This design comes from an exercise in tuning for small area, a short achievable clock period and few clock cycles on the open sky130 flow, not from production work. Only simulation tests tie the RTL to the original design; equivalence was not proved. Power and IR drop assume default switching activity.

==> design/flow/design.v <==
module rasterizer(
        input wire CLK,
        input wire RST,
        input wire START,
        output wire READY,
        input wire [15:0] V0X,
        input wire [15:0] V0Y,
        input wire [15:0] C0,
        input wire [15:0] V1X,
        input wire [15:0] V1Y,
        input wire [15:0] C1,
        input wire [15:0] V2X,
        input wire [15:0] V2Y,
        input wire [15:0] C2,
        output reg [15:0] COLOR,
        output reg [9:0] PX,
        output reg [7:0] PY,
        output reg VALID,
        output reg DONE
);
    reg full, full_d;
    reg [15:0] v0x, v0y, v1x, v1y, v2x, v2y, c0, c1, c2;
    assign READY = !full;
    function [31:0] maxmin3(input [15:0] a, input [15:0] b, input [15:0] c);
        reg gab, gac, gbc;
        begin
            gab = a > b; gac = a > c; gbc = b > c;
            maxmin3[31:16] = gab ? (gac ? a : c) : (gbc ? b : c);
            maxmin3[15:0]  = gab ? (gbc ? c : b) : (gac ? c : a);
        end
    endfunction
    function [3:0] msb9(input [8:0] v);
        msb9 = v[8] ? 4'd8 : v[7] ? 4'd7 : v[6] ? 4'd6 : v[5] ? 4'd5 :
               v[4] ? 4'd4 : v[3] ? 4'd3 : v[2] ? 4'd2 : v[1] ? 4'd1 : 4'd0;
    endfunction
    wire [15:0] xmax_u, xmin_u, ymax_u, ymin_u;
    assign {xmax_u, xmin_u} = maxmin3(v0x, v1x, v2x);
    assign {ymax_u, ymin_u} = maxmin3(v0y, v1y, v2y);
    reg [9:0] bx_xmax, bx_xmin, bx_ymax, bx_ymin;
    wire [8:0] bx_w = bx_xmax[8:0] - bx_xmin[8:0];
    wire [7:0] bx_h = bx_ymax[7:0] - bx_ymin[7:0];
    reg [9:0] bb_xmin;
    reg [7:0] bb_ymin;
    reg [8:0] bb_w;
    reg [7:0] bb_h;
    reg [4:0] bb_d;
    always @(posedge CLK) begin
        bx_xmax <= xmax_u[15:6] + xmax_u[5];
        bx_xmin <= xmin_u[15:6] + xmin_u[5];
        bx_ymax <= ymax_u[15:6] + ymax_u[5];
        bx_ymin <= ymin_u[15:6] + ymin_u[5];
        bb_xmin <= bx_xmin;
        bb_ymin <= bx_ymin[7:0];
        bb_w <= bx_w;
        bb_h <= bx_h;
        bb_d <= msb9(bx_w + 9'd1) + msb9({1'b0, bx_h} + 9'd1);
    end
    localparam S_IDLE = 2'd0, S_MUL = 2'd1, S_WAIT = 2'd2, S_WALK = 2'd3;
    reg [1:0] state;
    reg [2:0] mcnt;         
    wire go = full && full_d;    
    reg [9:0] xmin_i;
    reg [7:0] ymin_i;
    reg [8:0] wbox;
    reg [4:0] dsh;
    reg signed [15:0] A1, A2, A3, B1, B2, B3;
    reg signed [17:0] A1x3, A2x3, A3x3;
    reg [15:0] vsel, cp, cq;
    always @(*) begin
        case (mcnt)
            3'd0: begin vsel = v0x; cp = v0y; cq = v1y; end    
            3'd1: begin vsel = v0y; cp = v1x; cq = v0x; end    
            3'd2: begin vsel = v1x; cp = v1y; cq = v2y; end    
            3'd3: begin vsel = v1y; cp = v2x; cq = v1x; end    
            3'd4: begin vsel = v2x; cp = v2y; cq = v0y; end    
            default: begin vsel = v2y; cp = v0x; cq = v2x; end    
        endcase
    end
    wire [15:0] corner = mcnt[0] ? {bb_ymin, 6'd32} : {bb_xmin, 6'd32};
    wire signed [15:0] opa = corner - vsel;
    wire signed [15:0] coef = cp - cq;
    reg signed [15:0] a3sel;
    always @(*) begin
        case (mcnt[2:1])
            2'd0: a3sel = A1;
            2'd1: a3sel = A2;
            default: a3sel = A3;
        endcase
    end
    wire signed [17:0] a3sum = a3sel + (a3sel <<< 1);
    reg signed [15:0] ma, mb;
    reg signed [23:0] plo, phi;
    reg op_v, m1_v;
    reg [2:0] op_n, m1_n;
    wire signed [8:0] mb_lo = {1'b0, mb[7:0]};
    wire signed [7:0] mb_hi = mb[15:8];
    always @(posedge CLK) begin
        plo <= ma * mb_lo;
        phi <= ma * mb_hi;
    end
    wire signed [24:0] pterm = (plo >>> 6) + (phi <<< 2);
    reg signed [24:0] acc_in;
    wire signed [24:0] acc_sum = acc_in + pterm;
    reg signed [24:0] e1, e2, e3;         
    reg signed [24:0] r1, r2, r3;         
    reg [8:0] rem;                        
    reg [7:0] rows;                       
    reg seen;                             
    reg [9:0] cx;                         
    reg [7:0] cy;                         
    reg [15:0] k0, k1, k2;                
    always @(*) begin
        case (m1_n)
            3'd1: acc_in = e1;
            3'd3: acc_in = e2;
            3'd5: acc_in = e3;
            default: acc_in = 25'sd0;
        endcase
    end
    wire signed [24:0] e1a = e1 + A1, e1b = e1 + (A1 <<< 1), e1c = e1 + A1x3, e1d = e1 + (A1 <<< 2);
    wire signed [24:0] e2a = e2 + A2, e2b = e2 + (A2 <<< 1), e2c = e2 + A2x3, e2d = e2 + (A2 <<< 2);
    wire signed [24:0] e3a = e3 + A3, e3b = e3 + (A3 <<< 1), e3c = e3 + A3x3, e3d = e3 + (A3 <<< 2);
    wire in0 = (rem > 9'd0) && !e1[24] && !e2[24] && !e3[24];
    wire in1 = (rem > 9'd1) && !e1a[24] && !e2a[24] && !e3a[24];
    wire in2 = (rem > 9'd2) && !e1b[24] && !e2b[24] && !e3b[24];
    wire in3 = (rem > 9'd3) && !e1c[24] && !e2c[24] && !e3c[24];
    wire any_in = in0 | in1 | in2 | in3;
    wire [1:0] kf = in0 ? 2'd0 : in1 ? 2'd1 : in2 ? 2'd2 : 2'd3;
    wire span_end = kf == 2'd0 ? !in1 : kf == 2'd1 ? !in2 : kf == 2'd2 ? !in3 : (rem == 9'd4);
    wire leave_row = seen ? (!in0 || span_end) : (any_in ? span_end : (rem <= 9'd4));
    wire last_row = rows == 8'd1;
    reg pa_v, pa_done;                    
    reg [9:0] pa_x;
    reg [7:0] pa_y;
    reg [15:0] pa_e1, pa_e2, pa_e3;
    reg pb_v, pb_done;                    
    reg [9:0] pb_x;
    reg [7:0] pb_y;
    reg [7:0] w0, w1, w2;
    reg pc_v, pc_done;                    
    reg [9:0] pc_x;
    reg [7:0] pc_y;
    reg [13:0] rs01, gs01, ls01;
    reg [12:0] rs2, gs2, ls2;
    reg pc_al;
    always @(posedge CLK) begin
        if (!full) begin
            v0x <= V0X; v0y <= V0Y; v1x <= V1X; v1y <= V1Y; v2x <= V2X; v2y <= V2Y;
            c0 <= C0; c1 <= C1; c2 <= C2;
        end
        full_d <= full;
        pa_v <= 1'b0;
        pa_done <= 1'b0;
        ma <= opa;
        mb <= coef;
        m1_v <= op_v; m1_n <= op_n;
        op_v <= 1'b0;
        case (state)
            S_IDLE: if (go) begin
                mcnt <= 3'd0;
                state <= S_MUL;
            end
            S_MUL: begin
                case (mcnt)
                    3'd0: A1 <= coef;
                    3'd1: B1 <= coef;
                    3'd2: A2 <= coef;
                    3'd3: B2 <= coef;
                    3'd4: A3 <= coef;
                    default: B3 <= coef;
                endcase
                case (mcnt)
                    3'd1: A1x3 <= a3sum;
                    3'd3: A2x3 <= a3sum;
                    3'd5: A3x3 <= a3sum;
                    default: ;
                endcase
                if (mcnt == 3'd0) begin
                    xmin_i <= bb_xmin;
                    ymin_i <= bb_ymin;
                    wbox <= bb_w;
                    rows <= bb_h;
                    dsh <= bb_d;
                end
                if (mcnt == 3'd1) begin
                    k0 <= c0; k1 <= c1; k2 <= c2;
                end
                if (mcnt == 3'd1 && bb_h == 8'd0) begin
                    pa_done <= 1'b1;
                    state <= S_IDLE;
                end else begin
                    op_v <= 1'b1;
                    op_n <= mcnt;
                    mcnt <= mcnt + 3'd1;
                    if (mcnt == 3'd5) state <= S_WAIT;
                end
            end
            S_WAIT: if (m1_v && m1_n == 3'd5) begin
                state <= S_WALK;
                rem <= wbox;
                seen <= 1'b0;
                cx <= xmin_i;
                cy <= ymin_i;
            end
            default: begin   
                if (!(seen && !in0) && any_in) begin
                    pa_v <= 1'b1;
                    pa_x <= cx + kf;
                    pa_y <= cy;
                    case (kf)
                        2'd0: begin pa_e1 <= e1[21:6];  pa_e2 <= e2[21:6];  pa_e3 <= e3[21:6];  end
                        2'd1: begin pa_e1 <= e1a[21:6]; pa_e2 <= e2a[21:6]; pa_e3 <= e3a[21:6]; end
                        2'd2: begin pa_e1 <= e1b[21:6]; pa_e2 <= e2b[21:6]; pa_e3 <= e3b[21:6]; end
                        default: begin pa_e1 <= e1c[21:6]; pa_e2 <= e2c[21:6]; pa_e3 <= e3c[21:6]; end
                    endcase
                end
                if (leave_row) begin
                    if (last_row) begin
                        pa_done <= 1'b1;
                        if (go) begin
                            mcnt <= 3'd0;
                            state <= S_MUL;
                        end else begin
                            state <= S_IDLE;
                        end
                    end
                    rows <= rows - 8'd1;
                    e1 <= r1 + B1; e2 <= r2 + B2; e3 <= r3 + B3;
                    r1 <= r1 + B1; r2 <= r2 + B2; r3 <= r3 + B3;
                    cx <= xmin_i;
                    cy <= cy + 8'd1;
                    rem <= wbox + 9'd1;
                    seen <= 1'b0;
                end else if (any_in) begin
                    seen <= 1'b1;
                    case (kf)
                        2'd0: begin e1 <= e1a; e2 <= e2a; e3 <= e3a; end
                        2'd1: begin e1 <= e1b; e2 <= e2b; e3 <= e3b; end
                        2'd2: begin e1 <= e1c; e2 <= e2c; e3 <= e3c; end
                        default: begin e1 <= e1d; e2 <= e2d; e3 <= e3d; end
                    endcase
                    cx <= cx + kf + 10'd1;
                    rem <= rem - kf - 9'd1;
                end else begin
                    e1 <= e1d; e2 <= e2d; e3 <= e3d;
                    cx <= cx + 10'd4;
                    rem <= rem - 9'd4;
                end
            end
        endcase
        if (m1_v) begin
            case (m1_n[2:1])
                2'd0: begin e1 <= acc_sum; r1 <= acc_sum; end
                2'd1: begin e2 <= acc_sum; r2 <= acc_sum; end
                default: begin e3 <= acc_sum; r3 <= acc_sum; end
            endcase
        end
        if (state == S_MUL && (mcnt == 3'd5 || (mcnt == 3'd1 && bb_h == 8'd0))) full <= 1'b0;
        else if (!full && START) full <= 1'b1;
        if (RST) begin
            full <= 1'b0;
            full_d <= 1'b0;
            state <= S_IDLE;
            op_v <= 1'b0;
            m1_v <= 1'b0;
            pa_v <= 1'b0;
            pa_done <= 1'b0;
        end
    end
    function [7:0] wsh(input [15:0] a, input [4:0] d);
        reg [21:0] t;
        begin
            t = {a, 6'd0} >> d;
            wsh = t[7:0];
        end
    endfunction
    wire [4:0] R0 = k0[15:11], G0 = k0[10:6], L0 = k0[5:1];
    wire [4:0] R1 = k1[15:11], G1 = k1[10:6], L1 = k1[5:1];
    wire [4:0] R2 = k2[15:11], G2 = k2[10:6], L2 = k2[5:1];
    wire [9:0] aacc = (k0[0] ? w0 : 8'd0) + (k1[0] ? w1 : 8'd0) + (k2[0] ? w2 : 8'd0);
    wire [14:0] racc = rs01 + rs2;
    wire [14:0] gacc = gs01 + gs2;
    wire [14:0] lacc = ls01 + ls2;
    wire [4:0] rout = (racc[14:11] != 4'd0) ? 5'd31 : racc[10:6];
    wire [4:0] gout = (gacc[14:11] != 4'd0) ? 5'd31 : gacc[10:6];
    wire [4:0] lout = (lacc[14:11] != 4'd0) ? 5'd31 : lacc[10:6];
    always @(posedge CLK) begin
        pb_v <= pa_v;
        pb_done <= pa_done;
        pb_x <= pa_x;
        pb_y <= pa_y;
        w0 <= wsh(pa_e1, dsh);
        w1 <= wsh(pa_e2, dsh);
        w2 <= wsh(pa_e3, dsh);
        pc_v <= pb_v;
        pc_done <= pb_done;
        pc_x <= pb_x;
        pc_y <= pb_y;
        rs01 <= R0 * w0 + R1 * w1;
        gs01 <= G0 * w0 + G1 * w1;
        ls01 <= L0 * w0 + L1 * w1;
        rs2 <= R2 * w2;
        gs2 <= G2 * w2;
        ls2 <= L2 * w2;
        pc_al <= aacc >= 10'd32;
        VALID <= pc_v;
        DONE <= pc_done;
        PX <= pc_x;
        PY <= pc_y;
        COLOR <= {rout, gout, lout, pc_al};
        if (RST) begin
            pb_v <= 1'b0;
            pb_done <= 1'b0;
            pc_v <= 1'b0;
            pc_done <= 1'b0;
            VALID <= 1'b0;
            DONE <= 1'b0;
        end
    end
endmodule
==> design/flow/constraint.sdc <==
create_clock -name core_clock -period 12.0 [get_ports {CLK}]
set_input_delay 2.4000 -clock core_clock [delete_from_list [all_inputs] [get_ports {CLK}]]
set_output_delay 2.4000 -clock core_clock [all_outputs]
set_load 0.01 [all_outputs]
==> design/flow/run.sh <==
#!/bin/bash
# synth_recipe.tcl (not shown) runs the flow's synth.tcl, then flattens the netlist and writes it again
# the make line also repeats each setting of config.mk as NAME=value (left out here)
make -C /OpenROAD-flow-scripts/flow DESIGN_CONFIG=/design/flow/config.mk WORK_HOME=/design/flow/orfs CLKGATE_MAP_FILE= SYNTH_SCRIPT=/design/flow/synth_recipe.tcl finish
==> design/flow/config.mk <==
export PLATFORM = sky130hd
export DESIGN_NAME = rasterizer
export DESIGN_NICKNAME = rasterizer
export VERILOG_FILES = /design/flow/design.v
export SDC_FILE = /design/flow/constraint.sdc
export NUM_CORES = 4
export LEC_CHECK = 0
export CAP_MARGIN = 20
export CORE_MARGIN = 2
export CORE_UTILIZATION = 40
export SLEW_MARGIN = 20
==> impl_metrics.csv, run 1 <==
group,metric,value,unit
clock_tree,cts_tree,"yes",
synth,synth_fp_nets,10016,
min_path,worstHoldStart,"pb_y[6]",
synth,synthCells,8588,
floorplan,core_area,0.1995,mm2
synth,syn-cell-area,0.08011,mm2
cells_and_area,regArea,0.02430,mm2
pwr,ir_drop,0.0005994,V
clock_tree,cts-root-buf,"clkbuf_16",
timing,rsz0062_at_grt,"no",
clock_tree,post_cts_buffers,0,
setup_path,ff2ff_setup_slack,4.89,ns
cells_and_area,area_growth,10.67,%
cells_and_area,mostFrequentLayoutCell,"ha_1",
synth,async_reset_ff_share,0,%
timing,finalWorstSetupSlack,4.885,ns
global_route,grt_max_degree,84,
cells_and_area,multi_input_area,0.05188,mm2
detailed_routing,dr.pass1.iters,7,
timing,period_needed,7.115,ns
timing,final_max_slew_viol_count,0,
floorplan,dieArea,0.2039,mm2
synth,syn_avg_cell_area,9.328,um2
min_path,min_to,"pc_y[6]",
global_route,overflow,0,
floorplan,start_util,40.16,%
placed_design,gp_congestion,0.9892,
setup_path,worstPathArrival,7.74,ns
clock_tree,cts.repair.resized,0,
clock_tree,cts_buffers,110,
cells_and_area,n_fill_cell,19187,
timing,setup_viol,0,
clock_tree,clock-sinks,973,
setup_path,worst-setup-path-type,"reg -> reg",
setup_path,critPathMaxFanout,15,
clock_tree,clk_latency,0.81,ns
timing,worstMarginPinSlew,1.295,ns
floorplan,die_w,451.5,um
floorplan,num_rows,164,
timing,fin_skew,0.05814,ns
global_route,first_global_vias,65645,
detailed_routing,drt-wirelength-per-cell,24.04,um
placed_design,dp_slack,5.131,ns
synth,yosys_warnings,1,
cells_and_area,fin_nets,10074,
synth,yosys.area.top_type,"edfxtp_1",
synth,ys_types,110,
setup_path,r2r_end,"cx[9]",
detailed_routing,antenna_left,0,
cells_and_area,drive_gt1_share,4.826,%
global_route,antenna_found_initial,13,
synth,synth-main-ff-cell,"dfxtp_1",
global_route,gr-usage-met3,5.166,%
min_path,whs_path_depth,0,
global_route,met2_usage,41.81,%
placed_design,dp.cells,11190,
setup_path,reg2reg_from,"A2[0]",
floorplan,die_y,451.5,um
cells_and_area,finalNonFillerCells,11404,
timing,fmax,0.1406,GHz
detailed_routing,vias,66416,
detailed_routing,wirelength,274100,um
global_route,groute.usage.overall,26.33,%
placed_design,dp_hpwl,209800,um
synth,netlist.area_leader.share,18.07,%
detailed_routing,initialDrtViolationCount,6167,
synth,synth_edf_count,482,
placed_design,port-buffer-count,183,
clock_tree,ctsHtreeMaxLevel,3,
global_route,gr-usage-met1,33.46,%
detailed_routing,post-route-drc-count,0,
min_path,hp-class,"reg -> reg",
setup_path,critPathLaunchType,"flop",
timing,tns,0,ns
synth,synth-seq-cells,973,
setup_path,crit_required,12.62,ns
global_route,grt-busiest-layer,"met2",
synth,yosys-top-cells-area,"edfxtp_1 18%, ha_1 13%, dfxtp_1 12%, fa_1 12%, xnor2_1 3.9%",
setup_path,rr_worst_depth,25,
timing,relSlewSlack,12.77,%
floorplan,io_pins,184,
global_route,grt_pass1_wl,410400,um
clock_tree,clk_pin_slew,0.06,ns
pwr,p_per_area,329.8,mW/mm2
job,cap_violations,0,
pwr,p_leak,38.05,nW
clock_tree,ctsHoldBuffers,0,
timing,hold_viol,0,
clock_tree,cts_buffer_depth,3,
detailed_routing,post_drt_via_cell_ratio,5.824,
setup_path,endpoint_kind,"flop",
timing,post-route-period-util,59.29,%
status,status,"complete, no violations",
cells_and_area,layout_common_cells,"807 x ha_1, 789 x nand2_1, 739 x inv_1",
synth,ys_seq_area_share,30.34,%
==> area by class of cell <==
| type | count | share of cell area [%] |
|---|---|---|
| multi-input combinational | 6548 | 58.52 |
| sequential | 973 | 27.42 |
| tap | 2656 | 3.749 |
| clock buffer | 149 | 3.623 |
| inverter | 742 | 3.147 |
| timing repair buffer | 271 | 2.830 |
| clock inverter | 61 | 0.7071 |
| antenna | 4 | 0.01129 |
==> per-stage QoR <==
stage | utilization, % | area, um2 | hold slack [ns] | total power [mW]
final | 44.45 | 88650 | 0.3216 | 29.24
after global routing | 44.45 | 88650 | 0.3250 | 31.84
after CTS | 44.44 | 88640 | 0.3152 | 29.21
after detailed placement | 42.52 | 84800 | 0.3121 | 25.53
after global placement | 42.50 | 84770 | 0.3149 | 25.17
after floorplan | - | 80110 | 0.3096 | 19.94
==> cell usage after synthesis (24+ instances only) <==
cell,count
ha_1,809
nand2_1,791
inv_1,740
a21oi_1,598
nor2_1,504
dfxtp_1,491
edfxtp_1,482
fa_1,472
o21ai_0,421
and2_1,411
xnor2_1,354
clkbuf_1,227
xor2_1,178
a21o_1,175
nor3_1,129
nand3_1,123
o21a_1,113
a22oi_1,107
a31oi_1,105
mux2i_1,100
a211oi_1,90
o21bai_1,84
o22ai_1,81
nor2b_1,77
nand2b_1,75
o211ai_1,69
nand4_1,56
and3_1,55
buf_2,51
a222oi_1,34
mux2_2,33
a221o_1,32
buf_1,32
or3_1,31
a221oi_1,30
o221ai_1,26
o2111ai_1,24
==> power breakdown <==
part           switching [mW]  leakage [nW]  internal [mW]  total, mW
sequential              0.810          8.60           4.39       5.20
clock                    1.56          1.87           2.00       3.56
combinational            12.0          27.6           8.48       20.5
==> registers in the layout (all words and copies together), names as in the netlist, 18 cells and up <==
name and cells:
r3 25, e3 25, A3x3 18, e1 25, plo 18, A1x3 18
r2 25, A2x3 18, e2 25, r1 25, phi 23
==> worst max path at each step <==
stage                to     from  slack (ns)  cells after the start
2_1_floorplan  pa_e1[0]    A2[0]        3.53                     14
3_3_place_gp      cx[9]    A2[0]        5.08                     25
3_5_place_dp      cx[9]    A2[0]        5.13                     25
4_1_cts           cx[9]    A1[0]        5.11                     25
5_1_grt          A1[15]  mcnt[0]        4.54                     19
6_report          cx[9]    A2[0]        4.89                     25
==> layer usage <==
| metal | vias to the layer above | wire length (um) |
|---|---|---|
| met4 | 14 | 18240 |
| li1 | 30514 | - |
| met3 | 724 | 22090 |
| met5 | - | 97 |
| met1 | 32322 | 112300 |
| met2 | 2842 | 121400 |
==> critical path, cell delays in order (launching register included) <==
cell      delay (ns)
edfxtp_1        0.43
ha_1            0.23
inv_1           0.07
fa_1            0.41
nand2b_1        0.19
a21oi_1         0.29
o21ai_1         0.25
a211oi_1        0.58
o21ai_0         0.15
a221oi_1        0.93
o211ai_4        0.25
buf_4           0.32
nor2_4          0.11
buf_4           0.32
nor2_1          0.13
inv_1           0.12
ha_1            0.20
fa_1            0.32
xor2_1          0.28
and3_1          0.25
nand3_1         0.13
nor3_1          0.26
and3_1          0.22
xnor2_1         0.07
mux2_2          0.26
o21ai_0         0.15
==> kinds of logic after synthesis <==
logic type	after synthesis	synth area share, %
flops	973	30.34
fa+ha+maj	1281	24.43
xor+xnor	533	5.837
buf+inv	1067	5.153
simple gates	2356	14.15
mux	136	1.798
compound gates	2242	18.29
Testbench counts, summed over its fixed seeds: cycles 25,516.
==> run 2, diff against run 1 <==
--- a/design/flow/design.v
+++ b/design/flow/design.v
@@ -91,14 +91,23 @@
     reg signed [15:0] ma, mb;
-    reg signed [23:0] plo, phi;
-    reg op_v, m1_v;
-    reg [2:0] op_n, m1_n;
-    wire signed [8:0] mb_lo = {1'b0, mb[7:0]};
-    wire signed [7:0] mb_hi = mb[15:8];
+    reg signed [19:0] q0, q1, q2, q3;
+    reg op_v, m1_v, m2_v;
+    reg [2:0] op_n, m1_n, m2_n;
+    wire signed [4:0] mb0 = {1'b0, mb[3:0]};
+    wire signed [4:0] mb1 = {1'b0, mb[7:4]};
+    wire signed [4:0] mb2 = {1'b0, mb[11:8]};
+    wire signed [3:0] mb3 = mb[15:12];
     always @(posedge CLK) begin
-        plo <= ma * mb_lo;
-        phi <= ma * mb_hi;
+        q0 <= ma * mb0;
+        q1 <= ma * mb1;
+        q2 <= ma * mb2;
+        q3 <= ma * mb3;
     end
-    wire signed [24:0] pterm = (plo >>> 6) + (phi <<< 2);
-    reg signed [24:0] acc_in;
-    wire signed [24:0] acc_sum = acc_in + pterm;
+    wire [6:0] low6 = q0[5:0] + {q1[1:0], 4'd0};
+    wire signed [24:0] t0 = q0 >>> 6;
+    wire signed [24:0] t1 = q1 >>> 2;
+    wire signed [24:0] t2 = q2 <<< 2;
+    wire signed [24:0] t3 = q3 <<< 6;
+    wire signed [24:0] t4 = {24'd0, low6[6]};
+    reg signed [24:0] pt;                 
+    always @(posedge CLK) pt <= t0 + t1 + t2 + t3 + t4;
     reg signed [24:0] e1, e2, e3;         
@@ -111,10 +120,6 @@
     reg [15:0] k0, k1, k2;                
-    always @(*) begin
-        case (m1_n)
-            3'd1: acc_in = e1;
-            3'd3: acc_in = e2;
-            3'd5: acc_in = e3;
-            default: acc_in = 25'sd0;
-        endcase
-    end
+    wire walking = state == S_WALK;
+    wire signed [24:0] rs1 = r1 + (walking ? {{9{B1[15]}}, B1} : pt);
+    wire signed [24:0] rs2 = r2 + (walking ? {{9{B2[15]}}, B2} : pt);
+    wire signed [24:0] rs3 = r3 + (walking ? {{9{B3[15]}}, B3} : pt);
     wire signed [24:0] e1a = e1 + A1, e1b = e1 + (A1 <<< 1), e1c = e1 + A1x3, e1d = e1 + (A1 <<< 2);
@@ -131,2 +136,4 @@
     wire last_row = rows == 8'd1;
+    wire [9:0] cx1 = cx + 10'd1, cx2 = cx + 10'd2, cx3 = cx + 10'd3, cx4 = cx + 10'd4;
+    wire [8:0] rm1 = rem - 9'd1, rm2 = rem - 9'd2, rm3 = rem - 9'd3, rm4 = rem - 9'd4;
     reg pa_v, pa_done;                    
@@ -142,4 +149,3 @@
     reg [7:0] pc_y;
-    reg [13:0] rs01, gs01, ls01;
-    reg [12:0] rs2, gs2, ls2;
+    reg [12:0] rp0, rp1, rp2, gp0, gp1, gp2, lp0, lp1, lp2;
     reg pc_al;
@@ -156,2 +162,3 @@
         m1_v <= op_v; m1_n <= op_n;
+        m2_v <= m1_v; m2_n <= m1_n;
         op_v <= 1'b0;
@@ -197,3 +204,3 @@
             end
-            S_WAIT: if (m1_v && m1_n == 3'd5) begin
+            S_WAIT: if (m2_v && m2_n == 3'd5) begin
                 state <= S_WALK;
@@ -207,3 +214,8 @@
                     pa_v <= 1'b1;
-                    pa_x <= cx + kf;
+                    case (kf)
+                        2'd0: pa_x <= cx;
+                        2'd1: pa_x <= cx1;
+                        2'd2: pa_x <= cx2;
+                        default: pa_x <= cx3;
+                    endcase
                     pa_y <= cy;
@@ -227,4 +239,4 @@
                     rows <= rows - 8'd1;
-                    e1 <= r1 + B1; e2 <= r2 + B2; e3 <= r3 + B3;
-                    r1 <= r1 + B1; r2 <= r2 + B2; r3 <= r3 + B3;
+                    e1 <= rs1; e2 <= rs2; e3 <= rs3;
+                    r1 <= rs1; r2 <= rs2; r3 <= rs3;
                     cx <= xmin_i;
@@ -241,8 +253,12 @@
                     endcase
-                    cx <= cx + kf + 10'd1;
-                    rem <= rem - kf - 9'd1;
+                    case (kf)
+                        2'd0: begin cx <= cx1; rem <= rm1; end
+                        2'd1: begin cx <= cx2; rem <= rm2; end
+                        2'd2: begin cx <= cx3; rem <= rm3; end
+                        default: begin cx <= cx4; rem <= rm4; end
+                    endcase
                 end else begin
                     e1 <= e1d; e2 <= e2d; e3 <= e3d;
-                    cx <= cx + 10'd4;
-                    rem <= rem - 9'd4;
+                    cx <= cx4;
+                    rem <= rm4;
                 end
@@ -250,7 +266,10 @@
         endcase
-        if (m1_v) begin
-            case (m1_n[2:1])
-                2'd0: begin e1 <= acc_sum; r1 <= acc_sum; end
-                2'd1: begin e2 <= acc_sum; r2 <= acc_sum; end
-                default: begin e3 <= acc_sum; r3 <= acc_sum; end
+        if (state == S_MUL && mcnt == 3'd0) begin
+            r1 <= 25'sd0; r2 <= 25'sd0; r3 <= 25'sd0;
+        end
+        if (m2_v) begin
+            case (m2_n[2:1])
+                2'd0: begin e1 <= rs1; r1 <= rs1; end
+                2'd1: begin e2 <= rs2; r2 <= rs2; end
+                default: begin e3 <= rs3; r3 <= rs3; end
             endcase
@@ -265,2 +284,3 @@
             m1_v <= 1'b0;
+            m2_v <= 1'b0;
             pa_v <= 1'b0;
@@ -280,5 +300,5 @@
     wire [9:0] aacc = (k0[0] ? w0 : 8'd0) + (k1[0] ? w1 : 8'd0) + (k2[0] ? w2 : 8'd0);
-    wire [14:0] racc = rs01 + rs2;
-    wire [14:0] gacc = gs01 + gs2;
-    wire [14:0] lacc = ls01 + ls2;
+    wire [14:0] racc = rp0 + rp1 + rp2;
+    wire [14:0] gacc = gp0 + gp1 + gp2;
+    wire [14:0] lacc = lp0 + lp1 + lp2;
     wire [4:0] rout = (racc[14:11] != 4'd0) ? 5'd31 : racc[10:6];
@@ -298,8 +318,5 @@
         pc_y <= pb_y;
-        rs01 <= R0 * w0 + R1 * w1;
-        gs01 <= G0 * w0 + G1 * w1;
-        ls01 <= L0 * w0 + L1 * w1;
-        rs2 <= R2 * w2;
-        gs2 <= G2 * w2;
-        ls2 <= L2 * w2;
+        rp0 <= R0 * w0; rp1 <= R1 * w1; rp2 <= R2 * w2;
+        gp0 <= G0 * w0; gp1 <= G1 * w1; gp2 <= G2 * w2;
+        lp0 <= L0 * w0; lp1 <= L1 * w1; lp2 <= L2 * w2;
         pc_al <= aacc >= 10'd32;
==> design/flow/flow/run.sh (new file) <==
#!/bin/bash
set -euo pipefail
bash standard.sh SETUP_SLACK_MARGIN=7.5 finish > standard.log 2>&1
==> design/flow/standard.sh (new file) <==
#!/bin/bash
# synth_recipe.tcl (not shown) runs the flow's synth.tcl, then flattens the netlist and writes it again
# the make line also repeats each setting of config.mk as NAME=value (left out here)
make -C /OpenROAD-flow-scripts/flow DESIGN_CONFIG=/design/flow/config.mk WORK_HOME=/design/flow/orfs CLKGATE_MAP_FILE= SYNTH_SCRIPT=/design/flow/synth_recipe.tcl "${@:-finish}"
removed: design/flow/run.sh
==> run 2 against run 1 <==
  * Critical path depth decreased by 3
  * Via count increased by 5.5%
  * Sequential cell count increased by 99
  * Clock power increased by 19%
  * Wire length increased by 4.2%
  * Final area increased by 14%
  * Area after synthesis increased by 3.3%
  * Largest cell class unchanged
  * Largest power group unchanged
  * Highest routed layer unchanged
==> impl_metrics.csv, run 2 <==
group,metric,value,unit
job,cap_violations,0,
synth,yosysMostFrequentCell,"ha_1",
setup_path,worstPathArrival,5.79,ns
cells_and_area,mostFrequentLayoutCell,"ha_1",
pwr,p_leak,44.27,nW
setup_path,rr_worst_depth,22,
timing,setup_viol,0,
synth,async_reset_ff_share,0,%
placed_design,dp_hpwl,196600,um
global_route,grt_max_degree,63,
cells_and_area,layout_common_cells,"868 x ha_1, 832 x nand2_1, 757 x inv_1",
synth,syn-cell-area,0.08273,mm2
detailed_routing,dr.pass1.iters,8,
global_route,overflow,0,
timing,timing.hold.ws,0.3239,ns
placed_design,dp_slack,4.481,ns
setup_path,critPathLaunchType,"flop",
placed_design,gp_congestion,0.9662,
min_path,min_to,"PY[3]",
clock_tree,cts-root-buf,"clkbuf_16",
clock_tree,cts_tree,"yes",
synth,synth-main-ff-cell,"dfxtp_1",
floorplan,core_area,0.2050,mm2
global_route,antenna_found_initial,14,
setup_path,reg2reg_from,"A1[2]",
placed_design,port-buffer-count,183,
synth,netlist.area_leader.share,17.50,%
timing,worstMarginPinSlew,1.185,ns
clock_tree,clock-sinks,1072,
floorplan,die_y,458.8,um
synth,ys_seq_area_share,31.77,%
detailed_routing,post_drt_via_cell_ratio,5.778,
clock_tree,clk_pin_slew,0.06,ns
timing,final_max_slew_viol_count,0,
setup_path,ff2ff_setup_slack,6.76,ns
pwr,ir_drop,0.0004023,V
setup_path,worst-setup-path-type,"reg -> reg",
timing,post-route-period-util,43.63,%
detailed_routing,post-route-drc-count,0,
synth,synth-seq-cells,1072,
min_path,worstHoldStart,"pc_y[3]",
cells_and_area,design_area,0.1013,mm2
clock_tree,clk_latency,0.82,ns
floorplan,dieArea,0.2105,mm2
timing,fmax,0.1910,GHz
setup_path,critPathMaxFanout,5,
global_route,grt_pass1_wl,424200,um
setup_path,crit_required,12.55,ns
min_path,whs_path_depth,0,
detailed_routing,drt-wirelength-per-cell,23.55,um
floorplan,num_rows,166,
timing,fin_skew,0.03868,ns
timing,finalWorstSetupSlack,6.765,ns
setup_path,r2r_end,"rem[6]",
floorplan,die_w,458.8,um
timing,hold_viol,0,
floorplan,start_util,40.35,%
synth,synthCells,8833,
setup_path,endpoint_kind,"flop",
detailed_routing,antenna_left,0,
cells_and_area,area_growth,22.50,%
cells_and_area,fin_nets,10768,
synth,synth_edf_count,482,
synth,yosys_warnings,1,
timing,period_needed,5.235,ns
synth,syn_avg_cell_area,9.366,um2
detailed_routing,wirelength,285600,um
cells_and_area,n_fill_cell,18612,
global_route,first_global_vias,68557,
clock_tree,ctsHtreeMaxLevel,4,
clock_tree,ctsHoldBuffers,0,
synth,synth_commonest_cells,"903 x ha_1, 847 x nand2_1, 770 x inv_1",
timing,rsz0062_at_grt,"yes",
pwr,p_per_area,252.6,mW/mm2
timing,tns,0,ns
clock_tree,cts_buffers,130,
cells_and_area,fin_util,49.43,%
cells_and_area,drive_gt1_share,13.78,%
floorplan,io_pins,184,
status,status,"complete, no violations",
synth,synth_fp_nets,10277,
synth,yosys.area.top_type,"edfxtp_1",
timing,relSlewSlack,20.98,%
detailed_routing,initialDrtViolationCount,6847,
placed_design,dpl_cell_area,0.08764,mm2
detailed_routing,vias,70054,
global_route,groute.usage.overall,26.35,%
synth,yosys-top-cells-area,"edfxtp_1 17%, dfxtp_1 14%, ha_1 14%, fa_1 9.5%, xnor2_1 4.5%",
min_path,hp-class,"reg -> reg",
clock_tree,cts_buffer_depth,3,
synth,ys_types,105,
run 2: through the flow:
stage / std cells / power (mW)
after floorplan: 8833 / 15.19
after global placement: 11453 / 18.57
after detailed placement: 11453 / 18.80
after CTS: 12026 / 24.88
after global routing: 12122 / 27.46
final: 12125 / 25.60
run 2: final cells by class:
cell class | instances | area [um2] | area share [%]
multi-input combinational | 6664 | 55550 | 54.81
clock inverter | 62 | 857.1 | 0.8458
clock buffer | 180 | 3800 | 3.750
timing repair inverter | 1 | 11.26 | 0.01111
tap | 2688 | 3363 | 3.319
sequential | 1072 | 26350 | 26.00
timing repair buffer | 682 | 8417 | 8.306
antenna | 3 | 7.507 | 0.007408
inverter | 773 | 2983 | 2.944
run 2: report_power, final:
part / switching, mW / total, mW / internal, mW
registers: 0.619 / 5.26 / 4.64
clock network: 1.77 / 4.23 / 2.46
logic: 9.12 / 16.1 / 6.98
total: 11.5 / 25.6 / 14.1
run 2: per-layer routing:
layer	GRT usage, %	share of wire, %	vias to the layer above
li1	-	-	32451
met1	33.31	40	33858
met2	42.69	46	2958
met3	4.957	7.8	779
met4	13.87	6.2	8
met5	0	0.020	-
run 2: how the worst max path moves through the flow:
stage | startpoint | end | slack, ns | cells past startpoint
after floorplan | A1[3] | rem[6] | 7.35 | 21
after global placement | A2[15] | e1[18] | 4.61 | 17
after detailed placement | A2[15] | e1[18] | 4.48 | 17
after CTS | A1[1] | rem[6] | 6.90 | 22
after global routing | A1[2] | r2[2] | 6.64 | 22
final | A1[2] | rem[6] | 6.76 | 22
run 2: cell families after synthesis:
family          share of synthesized area, %
simple gates                           13.76
mux                                    1.460
xor+xnor                               6.204
fa+ha+maj                              23.19
buf+inv                                5.091
compound gates                         18.52
flops                                  31.77
run 2: repair_timing:
item                       CTS  global route
gates cloned                69             6
pin swaps                  233           159
setup buffers              262            90
hold endpoints to repair     0             0
setup endpoints to repair  477           464
resized for setup          725           271
run 2: worst max-delay path, cell delays in order, from the launching register on:
cell      delay (ns)
edfxtp_1        0.47
ha_4            0.28
o211ai_1        0.24
o211ai_2        0.20
a311oi_4        0.42
o41ai_4         0.09
buf_4           0.18
mux2i_4         0.19
or4_4           0.50
nor4_4          0.32
a21oi_4         0.14
ha_4            0.25
buf_16          0.14
nor4_4          0.23
nor2_2          0.10
o21ai_2         0.10
a32o_4          0.24
o22ai_4         0.10
buf_12          0.17
nand2_8         0.09
inv_8           0.05
or3_4           0.35
o211a_1         0.11
Testbench counts of run 2, summed over its fixed seeds: cycles 25,990.
==> run 3, diff against run 2 <==
--- a/design/flow/design.v
+++ b/design/flow/design.v
@@ -1 +1,35 @@
+module edge_step(
+    input wire signed [24:0] e,
+    input wire signed [15:0] a,
+    input wire signed [17:0] a3,
+    output wire [24:0] s1,
+    output wire [24:0] s2,
+    output wire [24:0] s3,
+    output wire [24:0] s4,
+    output wire n1,
+    output wire n2,
+    output wire n3
+);
+    wire [17:0] k1 = {{2{a[15]}}, a};
+    wire [17:0] k2 = {a[15], a, 1'b0};
+    wire [17:0] k3 = a3;
+    wire [17:0] k4 = {a, 2'b00};
+    wire [8:0] h0 = e[24:16];
+    wire [8:0] hm = h0 - 9'd1;
+    wire [8:0] hp = h0 + 9'd1;
+    wire n0 = e[24];
+    wire nm = e[24] | (h0 == 9'd0);         
+    wire np = e[24] & (h0 != 9'h1ff);       
+    wire [16:0] l1 = {1'b0, e[15:0]} + {1'b0, k1[15:0]};
+    wire [16:0] l2 = {1'b0, e[15:0]} + {1'b0, k2[15:0]};
+    wire [16:0] l3 = {1'b0, e[15:0]} + {1'b0, k3[15:0]};
+    wire [16:0] l4 = {1'b0, e[15:0]} + {1'b0, k4[15:0]};
+    assign s1 = {k1[17] ? (l1[16] ? h0 : hm) : (l1[16] ? hp : h0), l1[15:0]};
+    assign s2 = {k2[17] ? (l2[16] ? h0 : hm) : (l2[16] ? hp : h0), l2[15:0]};
+    assign s3 = {k3[17] ? (l3[16] ? h0 : hm) : (l3[16] ? hp : h0), l3[15:0]};
+    assign s4 = {k4[17] ? (l4[16] ? h0 : hm) : (l4[16] ? hp : h0), l4[15:0]};
+    assign n1 = k1[17] ? (l1[16] ? n0 : nm) : (l1[16] ? np : n0);
+    assign n2 = k2[17] ? (l2[16] ? n0 : nm) : (l2[16] ? np : n0);
+    assign n3 = k3[17] ? (l3[16] ? n0 : nm) : (l3[16] ? np : n0);
+endmodule
 module rasterizer(
@@ -67,14 +101,10 @@
     reg signed [17:0] A1x3, A2x3, A3x3;
-    reg [15:0] vsel, cp, cq;
-    always @(*) begin
-        case (mcnt)
-            3'd0: begin vsel = v0x; cp = v0y; cq = v1y; end    
-            3'd1: begin vsel = v0y; cp = v1x; cq = v0x; end    
-            3'd2: begin vsel = v1x; cp = v1y; cq = v2y; end    
-            3'd3: begin vsel = v1y; cp = v2x; cq = v1x; end    
-            3'd4: begin vsel = v2x; cp = v2y; cq = v0y; end    
-            default: begin vsel = v2y; cp = v0x; cq = v2x; end    
-        endcase
-    end
-    wire [15:0] corner = mcnt[0] ? {bb_ymin, 6'd32} : {bb_xmin, 6'd32};
+    reg [5:0] msel;         
+    wire [15:0] vsel = ({16{msel[0]}} & v0x) | ({16{msel[1]}} & v0y) | ({16{msel[2]}} & v1x)
+                     | ({16{msel[3]}} & v1y) | ({16{msel[4]}} & v2x) | ({16{msel[5]}} & v2y);
+    wire [15:0] cp = ({16{msel[0]}} & v0y) | ({16{msel[1]}} & v1x) | ({16{msel[2]}} & v1y)
+                   | ({16{msel[3]}} & v2x) | ({16{msel[4]}} & v2y) | ({16{msel[5]}} & v0x);
+    wire [15:0] cq = ({16{msel[0]}} & v1y) | ({16{msel[1]}} & v0x) | ({16{msel[2]}} & v2y)
+                   | ({16{msel[3]}} & v1x) | ({16{msel[4]}} & v0y) | ({16{msel[5]}} & v2x);
+    wire [15:0] corner = (msel[1] | msel[3] | msel[5]) ? {bb_ymin, 6'd32} : {bb_xmin, 6'd32};
     wire signed [15:0] opa = corner - vsel;
@@ -124,13 +154,34 @@
     wire signed [24:0] rs3 = r3 + (walking ? {{9{B3[15]}}, B3} : pt);
-    wire signed [24:0] e1a = e1 + A1, e1b = e1 + (A1 <<< 1), e1c = e1 + A1x3, e1d = e1 + (A1 <<< 2);
-    wire signed [24:0] e2a = e2 + A2, e2b = e2 + (A2 <<< 1), e2c = e2 + A2x3, e2d = e2 + (A2 <<< 2);
-    wire signed [24:0] e3a = e3 + A3, e3b = e3 + (A3 <<< 1), e3c = e3 + A3x3, e3d = e3 + (A3 <<< 2);
+    wire signed [24:0] e1a, e1b, e1c, e1d, e2a, e2b, e2c, e2d, e3a, e3b, e3c, e3d;
+    wire n1a, n1b, n1c, n2a, n2b, n2c, n3a, n3b, n3c;
+    edge_step es1(.e(e1), .a(A1), .a3(A1x3), .s1(e1a), .s2(e1b), .s3(e1c), .s4(e1d), .n1(n1a), .n2(n1b), .n3(n1c));
+    edge_step es2(.e(e2), .a(A2), .a3(A2x3), .s1(e2a), .s2(e2b), .s3(e2c), .s4(e2d), .n1(n2a), .n2(n2b), .n3(n2c));
+    edge_step es3(.e(e3), .a(A3), .a3(A3x3), .s1(e3a), .s2(e3b), .s3(e3c), .s4(e3d), .n1(n3a), .n2(n3b), .n3(n3c));
     wire in0 = (rem > 9'd0) && !e1[24] && !e2[24] && !e3[24];
-    wire in1 = (rem > 9'd1) && !e1a[24] && !e2a[24] && !e3a[24];
-    wire in2 = (rem > 9'd2) && !e1b[24] && !e2b[24] && !e3b[24];
-    wire in3 = (rem > 9'd3) && !e1c[24] && !e2c[24] && !e3c[24];
-    wire any_in = in0 | in1 | in2 | in3;
-    wire [1:0] kf = in0 ? 2'd0 : in1 ? 2'd1 : in2 ? 2'd2 : 2'd3;
-    wire span_end = kf == 2'd0 ? !in1 : kf == 2'd1 ? !in2 : kf == 2'd2 ? !in3 : (rem == 9'd4);
-    wire leave_row = seen ? (!in0 || span_end) : (any_in ? span_end : (rem <= 9'd4));
+    wire in1 = (rem > 9'd1) && !n1a && !n2a && !n3a;
+    wire in2 = (rem > 9'd2) && !n1b && !n2b && !n3b;
+    wire in3 = (rem > 9'd3) && !n1c && !n2c && !n3c;
+    wire p0 = in0;
+    wire p1 = !in0 & in1;
+    wire p2 = !in0 & !in1 & in2;
+    wire p3 = !in0 & !in1 & !in2 & in3;
+    wire pn = !in0 & !in1 & !in2 & !in3;
+    wire v4 = rem > 9'd4;
+    wire leave_row = seen ? !(in0 & in1)
+                          : (p0 & !in1) | (p1 & !in2) | (p2 & !in3) | ((p3 | pn) & !v4);
+    wire emit = walking & (seen ? in0 : !pn);
+    wire st1 = walking & !leave_row & p0;
+    wire st2 = walking & !leave_row & !seen & p1;
+    wire st3 = walking & !leave_row & !seen & p2;
+    wire st4 = walking & !leave_row & !seen & (p3 | pn);
+    wire acc1 = m2_v & (m2_n[2:1] == 2'd0);
+    wire acc2 = m2_v & (m2_n[2:1] == 2'd1);
+    wire acc3 = m2_v & (m2_n[2:1] == 2'd2);
+    wire strow = walking & leave_row;
+    wire [24:0] e1n = ({25{strow | acc1}} & rs1) | ({25{st1}} & e1a) | ({25{st2}} & e1b)
+                    | ({25{st3}} & e1c) | ({25{st4}} & e1d);
+    wire [24:0] e2n = ({25{strow | acc2}} & rs2) | ({25{st1}} & e2a) | ({25{st2}} & e2b)
+                    | ({25{st3}} & e2c) | ({25{st4}} & e2d);
+    wire [24:0] e3n = ({25{strow | acc3}} & rs3) | ({25{st1}} & e3a) | ({25{st2}} & e3b)
+                    | ({25{st3}} & e3c) | ({25{st4}} & e3d);
     wire last_row = rows == 8'd1;
@@ -167,2 +218,3 @@
                 mcnt <= 3'd0;
+                msel <= 6'd1;
                 state <= S_MUL;
@@ -170,10 +222,8 @@
             S_MUL: begin
-                case (mcnt)
-                    3'd0: A1 <= coef;
-                    3'd1: B1 <= coef;
-                    3'd2: A2 <= coef;
-                    3'd3: B2 <= coef;
-                    3'd4: A3 <= coef;
-                    default: B3 <= coef;
-                endcase
+                if (msel[0]) A1 <= coef;
+                if (msel[1]) B1 <= coef;
+                if (msel[2]) A2 <= coef;
+                if (msel[3]) B2 <= coef;
+                if (msel[4]) A3 <= coef;
+                if (msel[5]) B3 <= coef;
                 case (mcnt)
@@ -201,2 +251,3 @@
                     mcnt <= mcnt + 3'd1;
+                    msel <= {msel[4:0], 1'b0};
                     if (mcnt == 3'd5) state <= S_WAIT;
@@ -212,17 +263,9 @@
             default: begin   
-                if (!(seen && !in0) && any_in) begin
+                if (emit) begin
                     pa_v <= 1'b1;
-                    case (kf)
-                        2'd0: pa_x <= cx;
-                        2'd1: pa_x <= cx1;
-                        2'd2: pa_x <= cx2;
-                        default: pa_x <= cx3;
-                    endcase
+                    pa_x <= ({10{p0}} & cx) | ({10{p1}} & cx1) | ({10{p2}} & cx2) | ({10{p3}} & cx3);
                     pa_y <= cy;
-                    case (kf)
-                        2'd0: begin pa_e1 <= e1[21:6];  pa_e2 <= e2[21:6];  pa_e3 <= e3[21:6];  end
-                        2'd1: begin pa_e1 <= e1a[21:6]; pa_e2 <= e2a[21:6]; pa_e3 <= e3a[21:6]; end
-                        2'd2: begin pa_e1 <= e1b[21:6]; pa_e2 <= e2b[21:6]; pa_e3 <= e3b[21:6]; end
-                        default: begin pa_e1 <= e1c[21:6]; pa_e2 <= e2c[21:6]; pa_e3 <= e3c[21:6]; end
-                    endcase
+                    pa_e1 <= ({16{p0}} & e1[21:6]) | ({16{p1}} & e1a[21:6]) | ({16{p2}} & e1b[21:6]) | ({16{p3}} & e1c[21:6]);
+                    pa_e2 <= ({16{p0}} & e2[21:6]) | ({16{p1}} & e2a[21:6]) | ({16{p2}} & e2b[21:6]) | ({16{p3}} & e2c[21:6]);
+                    pa_e3 <= ({16{p0}} & e3[21:6]) | ({16{p1}} & e3a[21:6]) | ({16{p2}} & e3b[21:6]) | ({16{p3}} & e3c[21:6]);
                 end
@@ -233,2 +276,3 @@
                             mcnt <= 3'd0;
+                            msel <= 6'd1;
                             state <= S_MUL;
@@ -239,4 +283,2 @@
                     rows <= rows - 8'd1;
-                    e1 <= rs1; e2 <= rs2; e3 <= rs3;
-                    r1 <= rs1; r2 <= rs2; r3 <= rs3;
                     cx <= xmin_i;
@@ -245,20 +287,6 @@
                     seen <= 1'b0;
-                end else if (any_in) begin
-                    seen <= 1'b1;
-                    case (kf)
-                        2'd0: begin e1 <= e1a; e2 <= e2a; e3 <= e3a; end
-                        2'd1: begin e1 <= e1b; e2 <= e2b; e3 <= e3b; end
-                        2'd2: begin e1 <= e1c; e2 <= e2c; e3 <= e3c; end
-                        default: begin e1 <= e1d; e2 <= e2d; e3 <= e3d; end
-                    endcase
-                    case (kf)
-                        2'd0: begin cx <= cx1; rem <= rm1; end
-                        2'd1: begin cx <= cx2; rem <= rm2; end
-                        2'd2: begin cx <= cx3; rem <= rm3; end
-                        default: begin cx <= cx4; rem <= rm4; end
-                    endcase
                 end else begin
-                    e1 <= e1d; e2 <= e2d; e3 <= e3d;
-                    cx <= cx4;
-                    rem <= rm4;
+                    if (!pn) seen <= 1'b1;
+                    cx <= ({10{st1}} & cx1) | ({10{st2}} & cx2) | ({10{st3}} & cx3) | ({10{st4}} & cx4);
+                    rem <= ({9{st1}} & rm1) | ({9{st2}} & rm2) | ({9{st3}} & rm3) | ({9{st4}} & rm4);
                 end
@@ -266,2 +294,8 @@
         endcase
+        if (walking | acc1) e1 <= e1n;
+        if (walking | acc2) e2 <= e2n;
+        if (walking | acc3) e3 <= e3n;
+        if (strow | acc1) r1 <= rs1;
+        if (strow | acc2) r2 <= rs2;
+        if (strow | acc3) r3 <= rs3;
         if (state == S_MUL && mcnt == 3'd0) begin
@@ -269,9 +303,2 @@
         end
-        if (m2_v) begin
-            case (m2_n[2:1])
-                2'd0: begin e1 <= rs1; r1 <= rs1; end
-                2'd1: begin e2 <= rs2; r2 <= rs2; end
-                default: begin e3 <= rs3; r3 <= rs3; end
-            endcase
-        end
         if (state == S_MUL && (mcnt == 3'd5 || (mcnt == 3'd1 && bb_h == 8'd0))) full <= 1'b0;
==> design/flow/flow/run.sh (replaced) <==
#!/bin/bash
set -euo pipefail
bash standard.sh SETUP_SLACK_MARGIN=8 finish > standard.log 2>&1
--- a/design/flow/config.mk
+++ b/design/flow/config.mk
@@ -9,3 +9,3 @@
 export CORE_MARGIN = 2
-export CORE_UTILIZATION = 40
+export CORE_UTILIZATION = 60
 export SLEW_MARGIN = 20
==> run 3 against run 2 <==
  * Clock skew down 0.0082 ns
  * Sequential power down 5.7%
  * Hold slack worse by 0.00060 ns
  * Worst setup slack better by 0.69 ns
  * Wire length down 3.6%
  * Critical endpoint is now rem[4]
  * Core utilization up 25 points
  * First-iteration DRC count up 16%
  * Maximum frequency up 15%
  * Sequential cell count up 3
  * Non-clock buffer count up 96
==> impl_metrics.csv, run 3 <==
group,metric,value,unit
detailed_routing,post_drt_via_cell_ratio,6.353,
clock_tree,cts_tree,"yes",
cells_and_area,design_area,0.09923,mm2
cells_and_area,regArea,0.02721,mm2
synth,synth_edf_count,560,
global_route,grt_pass1_wl,400400,um
setup_path,cpPeakStageDelay,0.93,ns
setup_path,critPathLaunchType,"flop",
cells_and_area,layout_common_cells,"823 x ha_1, 820 x nand2_1, 726 x inv_1",
synth,yosys_warnings,1,
status,status,"complete, no violations",
pwr,ir_drop,0.0004081,V
placed_design,gp_congestion,0.9998,
cells_and_area,fin_nets,10523,
synth,netlist.area_leader.share,20.81,%
timing,worstMarginPinSlew,1.256,ns
detailed_routing,post-route-drc-count,0,
detailed_routing,initialDrtViolationCount,7949,
detailed_routing,drt-wirelength-per-cell,25.02,um
cells_and_area,multi_input_area,0.05449,mm2
floorplan,die_w,371.0,um
clock_tree,ctsHoldBuffers,0,
cells_and_area,area_growth,22.81,%
synth,synth_fp_nets,9931,
cells_and_area,n_fill_cell,9443,
setup_path,critPathMaxFanout,18,
pwr,intPower,11.87,mW
timing,setup_viol,0,
synth,syn_avg_cell_area,9.466,um2
global_route,grt_max_degree,145,
global_route,groute.usage.overall,38.36,%
clock_tree,clk_latency,0.79,ns
detailed_routing,vias,69900,
synth,ys_seq_area_share,33.57,%
setup_path,slowest_stage,"nor2_2",
floorplan,dieArea,0.1376,mm2
clock_tree,clk_pin_slew,0.06,ns
synth,yosys.area.top_type,"edfxtp_1",
global_route,antenna_found_initial,13,
clock_tree,cts_buffers,115,
pwr,p_clk_share,18.8,%
timing,hold_viol,0,
synth,synth_commonest_cells,"992 x nand2_1, 854 x ha_1, 745 x inv_1",
min_path,hp-class,"reg -> reg",
placed_design,port-buffer-count,183,
synth,synth-main-ff-cell,"edfxtp_1",
job,cap_violations,0,
synth,ys_types,95,
global_route,overflow,0,
pwr,p_leak,43.63,nW
setup_path,cp_common_cell,"nor2_2",
pwr,p_per_area,207.6,mW/mm2
synth,yosysMostFrequentCell,"nand2_1",
clock_tree,ctsHtreeMaxLevel,3,
synth,synth-seq-cells,1075,
setup_path,endpoint_kind,"flop",
pwr,p_switching,8.736,mW
pwr,p_comb_share,57.1,%
floorplan,num_rows,134,
detailed_routing,antenna_left,0,
pwr,switching_share,42.40,%
placed_design,dp_slack,5.727,ns
clock_tree,clock-sinks,1075,
clock_tree,cts_buffer_depth,3,
synth,synthCells,8536,
setup_path,path_cells,"inv_1 > ha_1 > nor2b_2 > nand2_1 > nor3b_2 > or4_1 > buf_4 > nor2_2 > nand2_8 > nor2_2 > o221ai_1 > nand4_1 > a21boi_2",
floorplan,start_util,60.47,%
timing,rsz0062_at_grt,"yes",
floorplan,core_area,0.1336,mm2
floorplan,io_pins,184,
timing,post-route-period-util,37.88,%
synth,yosys-top-cells-area,"edfxtp_1 21%, ha_1 13%, dfxtp_1 13%, fa_1 9.8%, nand2_1 4.6%",
placed_design,dp_hpwl,185600,um
detailed_routing,wirelength,275300,um
pwr,power.sequential.fraction,24.1,%
timing,finalWorstSetupSlack,7.455,ns
cells_and_area,drive_gt1_share,18.45,%
setup_path,crit_required,12.62,ns
detailed_routing,dr.pass1.iters,14,
clock_tree,cts-root-buf,"clkbuf_16",
timing,fmax,0.2200,GHz
timing,final_max_slew_viol_count,0,
timing,tns,0,ns
global_route,first_global_vias,66514,
floorplan,die_y,371.0,um
placed_design,dpl_cell_area,0.08476,mm2
timing,period_needed,4.545,ns
timing,relSlewSlack,15.37,%
setup_path,worstPathArrival,5.17,ns
setup_path,worst-setup-path-type,"reg -> reg",
synth,async_reset_ff_share,0,%
timing,fin_skew,0.03052,ns
cells_and_area,mostFrequentLayoutCell,"ha_1",
synth,syn-cell-area,0.08080,mm2
run 3: metal layers:
metal	track usage (%)	vias to the layer above	wire [um]
li1	-	31307	-
met1	50.11	33787	106100
met2	58.56	3806	119700
met3	10.48	990	31600
met4	19.26	10	17660
met5	0	-	282
run 3: cells by family (layout without fill, tap and decap cells):
| logic type | Yosys count | count (layout) | synth area share [%] |
|---|---|---|---|
| multiplexers | 137 | 137 | 1.793 |
| adder cells (fa/ha/maj) | 1255 | 1255 | 23.07 |
| other | 0 | 5 | 0 |
| XOR/XNOR | 559 | 559 | 6.059 |
| AO/OA/AOI/OAI | 1983 | 1987 | 16.17 |
| flip-flops | 1075 | 1075 | 33.57 |
| buffers and inverters | 1060 | 1745 | 4.966 |
| AND/OR/NAND/NOR | 2467 | 2472 | 14.37 |
run 3: power groups by stage:
stage | clock network [mW] | logic [mW] | registers, mW
floorplan | 0 | 7.47 | 4.82
global placement | 0 | 9.71 | 5.06
CTS | 3.89 | 10.9 | 4.96
finish | 3.87 | 11.8 | 4.96
global route | 4.04 | 13.0 | 5.01
detailed placement | 0 | 9.95 | 5.07
run 3: final timing paths:
path | slack [ns] | cells past startpoint | to | from
max | 7.45 | 13 | rem[4] | rem[2]
min | 0.32 | 0 | pc_y[6] | pb_y[6]
max reg2reg | 7.45 | 13 | rem[4] | rem[2]
min reg2reg | 0.32 | 0 | pc_y[6] | pb_y[6]
run 3: what timing repair did:
item                       4_1_cts  5_1_grt
gates resized for setup        851      552
setup endpoints to repair      511      455
gates cloned                    40        9
setup buffers                  279      180
pin swaps                      283      278
run 3: layout make-up:
type	count	share of cell area, %
diodes	5	0.01261
clock buffers	150	3.399
clock inverters	69	0.7880
inverters	748	2.839
multi-input cells	6410	54.91
flip-flops and latches	1075	27.43
well taps	1768	2.229
repair buffers	778	8.399
run 3: critical path, delay by kind of cell, from the launching register on:
| kind | cells | cell delay (ns) |
|---|---|---|
| and+or+nand+nor | 8 | 2.66 |
| DFF | 1 | 0.55 |
| buffers and inverters | 2 | 0.50 |
| AOI/OAI and AO/OA | 2 | 0.38 |
| adders and majority gates | 1 | 0.30 |
run 3: metrics by stage:
| stage | instances | total power [mW] | hold WS, ns | util (%) |
|---|---|---|---|---|
| final | 11003 | 20.60 | 0.3233 | 74.26 |
| after CTS | 10809 | 19.79 | 0.3229 | 71.28 |
| after global placement | 10271 | 14.77 | 0.3096 | 63.43 |
| after floorplan | 8536 | 12.29 | 0.3096 | - |
| after detailed placement | 10271 | 15.02 | 0.3121 | 63.43 |
| after global routing | 10999 | 22.00 | 0.3295 | 74.25 |
Testbench counts of run 3, summed over its fixed seeds: cycles 25,990.
==> run 4, diff against run 3 <==
==> design/flow/flow/run.sh (replaced) <==
#!/bin/bash
set -euo pipefail
bash standard.sh SETUP_SLACK_MARGIN=7.5 finish > standard.log 2>&1
--- a/design/flow/config.mk
+++ b/design/flow/config.mk
@@ -9,3 +9,3 @@
 export CORE_MARGIN = 2
-export CORE_UTILIZATION = 60
+export CORE_UTILIZATION = 40
 export SLEW_MARGIN = 20
==> run 4 against run 3 <==
  * Maximum frequency down 3.7%
  * Hold slack worse by 0.017 ns
  * Count of clock-buffer cells in the layout up 33
==> impl_metrics.csv, run 4 <==
group,metric,value,unit
synth,synth-main-ff-cell,"edfxtp_1",
cells_and_area,n_fill_cell,18727,
cells_and_area,fin_util,47.91,%
floorplan,core_area,0.2003,mm2
clock_tree,clk_latency,0.83,ns
synth,synth_commonest_cells,"992 x nand2_1, 854 x ha_1, 745 x inv_1",
global_route,grt_pass1_wl,389900,um
placed_design,port-buffer-count,183,
setup_path,worstPathArrival,5.24,ns
cells_and_area,area_growth,18.75,%
timing,hold_viol,0,
setup_path,worst-setup-path-type,"reg -> reg",
floorplan,io_pins,184,
status,status,"complete, no violations",
cells_and_area,layout_common_cells,"868 x nand2_1, 841 x ha_1, 735 x inv_1",
pwr,ir_drop,0.0003901,V
floorplan,num_rows,164,
timing,timing.hold.ws,0.3062,ns
timing,rsz0062_at_grt,"yes",
clock_tree,clock-sinks,1075,
timing,final_max_slew_viol_count,0,
clock_tree,ctsHtreeMaxLevel,4,
detailed_routing,wirelength,265100,um
clock_tree,cts_tree,"yes",
floorplan,die_w,453.4,um
clock_tree,ctsHoldBuffers,0,
synth,syn-cell-area,0.08080,mm2
floorplan,die_y,453.4,um
pwr,p_leak,42.00,nW
detailed_routing,post_drt_via_cell_ratio,5.696,
global_route,antenna_found_initial,8,
placed_design,gp_congestion,0.9450,
synth,synthCells,8536,
floorplan,dieArea,0.2056,mm2
detailed_routing,post-route-drc-count,0,
synth,syn_avg_cell_area,9.466,um2
timing,tns,0,ns
timing,period_needed,4.721,ns
timing,fmax,0.2118,GHz
global_route,first_global_vias,64866,
synth,yosys-top-cells-area,"edfxtp_1 21%, ha_1 13%, dfxtp_1 13%, fa_1 9.8%, nand2_1 4.6%",
setup_path,crit_required,12.52,ns
placed_design,dp_hpwl,187100,um
timing,worstMarginPinSlew,1.113,ns
setup_path,critPathMaxFanout,8,
cells_and_area,fin_nets,10307,
clock_tree,cts_buffers,131,
synth,ys_types,95,
synth,ys_seq_area_share,33.57,%
global_route,grt_max_degree,80,
synth,synth-seq-cells,1075,
cells_and_area,drive_gt1_share,12.22,%
cells_and_area,mostFrequentLayoutCell,"nand2_1",
synth,synthMuxAreaShare,1.793,%
synth,netlist.area_leader.share,20.81,%
setup_path,critPathLaunchType,"flop",
clock_tree,cts-root-buf,"clkbuf_16",
synth,yosys.area.top_type,"edfxtp_1",
global_route,groute.usage.overall,24.61,%
synth,synth_fp_nets,9931,
timing,fin_skew,0.05657,ns
clock_tree,cts_buffer_depth,3,
detailed_routing,drt-wirelength-per-cell,22.69,um
job,cap_violations,0,
detailed_routing,initialDrtViolationCount,6170,
synth,synth-compound-area-share,16.17,%
pwr,p_per_area,208.9,mW/mm2
timing,setup_viol,0,
detailed_routing,vias,66540,
setup_path,endpoint_kind,"flop",
floorplan,start_util,40.35,%
synth,synth_simple_gate_area_share,14.37,%
synth,async_reset_ff_share,0,%
min_path,hp-class,"reg -> reg",
timing,relSlewSlack,25.54,%
synth,yosysMostFrequentCell,"nand2_1",
global_route,overflow,0,
synth,synth_edf_count,560,
synth,yosys_warnings,1,
clock_tree,clk_pin_slew,0.08,ns
synth,synth_top_family_by_area,"adder cells",
synth,synth_fa_ha_area_share,23.07,%
synth,yosys.area_share.xor_xnor,6.059,%
detailed_routing,antenna_left,0,
detailed_routing,dr.pass1.iters,9,
timing,post-route-period-util,39.34,%
[run 4: cell counts after synthesis]
Identical to the previous run, type by type.
[run 4: what timing repair did]
action	4_1_cts	5_1_grt
setup buffers	126	115
resized for setup	311	465
setup endpoints to repair	381	410
gates cloned	20	17
pin swaps	82	192
[run 4: cell families after synthesis]
kind of cell	count (synthesis)
compound gates	1983
mux	137
flops	1075
fa+ha+maj	1255
simple gates	2467
xor+xnor	559
buf+inv	1060
[run 4: layout make-up]
class	instances	area (um2)	share of cell area (%)
well taps	2656	3323	3.464
multi-input cells	6405	52140	54.34
diodes	6	15.01	0.01565
inverters	748	2819	2.938
clock inverters	58	716.9	0.7472
clock buffers	183	3786	3.946
flip-flops and latches	1075	27190	28.33
repair buffers	551	5966	6.218
[run 4: through the flow]
step	worst slack [ns]	power (mW)	area [um2]	cells
3_5_place_dp	5.357	14.83	85600	11157
4_1_cts	7.368	19.53	92890	11544
5_1_grt	7.207	21.62	95940	11677
3_3_place_gp	5.584	14.65	85600	11157
6_report	7.279	20.05	95950	11682
2_1_floorplan	7.502	12.14	80830	8536
[run 4: worst max-delay path, cell delays in order (launching register included)]
cell and delay [ns]:
edfxtp_1 0.41, ha_4 0.18, nand3_4 0.08, or2_4 0.26
inv_2 0.06, nand3_2 0.09, ha_4 0.20, nor2b_4 0.13
a222oi_1 0.63, o31ai_1 0.22, nand3b_1 0.21, and4bb_4 0.45
and2_4 0.21, nor3_4 0.06, o211ai_4 0.33, buf_6 0.16
and4b_2 0.24, a21o_1 0.16, a21boi_4 0.20, buf_12 0.14
[run 4: report_power, final]
part	internal, mW	switching [mW]	leakage [nW]
registers	4.55	0.415	9.62
logic	4.67	6.22	30.2
clock network	2.48	1.70	2.18
[run 4: routing by layer]
metal  vias to the layer above  wire length, um  track usage [%]
met5                         -               13                0
met4                         2            11830            9.500
met3                       577            19310            4.185
met2                      2538           126200            41.13
met1                     32570           107700            31.68
li1                      30853                -                -
[run 4: final timing paths]
| kind | cells past startpoint | end | slack, ns | startpoint |
|---|---|---|---|---|
| setup / recovery | 19 | mcnt[0] | 7.28 | e1[17] |
| hold / removal | 0 | m1_n[0] | 0.31 | op_n[0] |
| hold reg to reg | 0 | m1_n[0] | 0.31 | op_n[0] |
| setup reg to reg | 19 | mcnt[0] | 7.28 | e1[17] |

[separate check: timing with driven ports]
In the flow no input, the clock included, has a driving cell. The finished layouts below were timed again as built, in two steps. Step 1: set_driving_cell puts a clkbuf_16 on CLK and a buf_2 on each other input, an assumption about the parent block. Step 2 also shifts input and output timing later by t, the mid clock arrival at the registers, as if the neighbouring blocks saw the same clock. Three values: no drivers, after step 1, after step 2; two values: the first two.
| run | t (ns) | setup WS [ns] | worst setup path at the end |
|---|---|---|---|
| run 1 | 0.865 | 4.885 / 4.885 / 4.885 | register to register |
| run 2 | 0.887 | 6.765 / 6.765 / 6.765 | register to register |
| run 3 | 0.855 | 7.455 / 7.455 / 7.455 | register to register |
| run 4 | 0.891 | 7.279 / 7.279 / 7.279 | register to register |
After both steps every run listed still meets setup and hold.
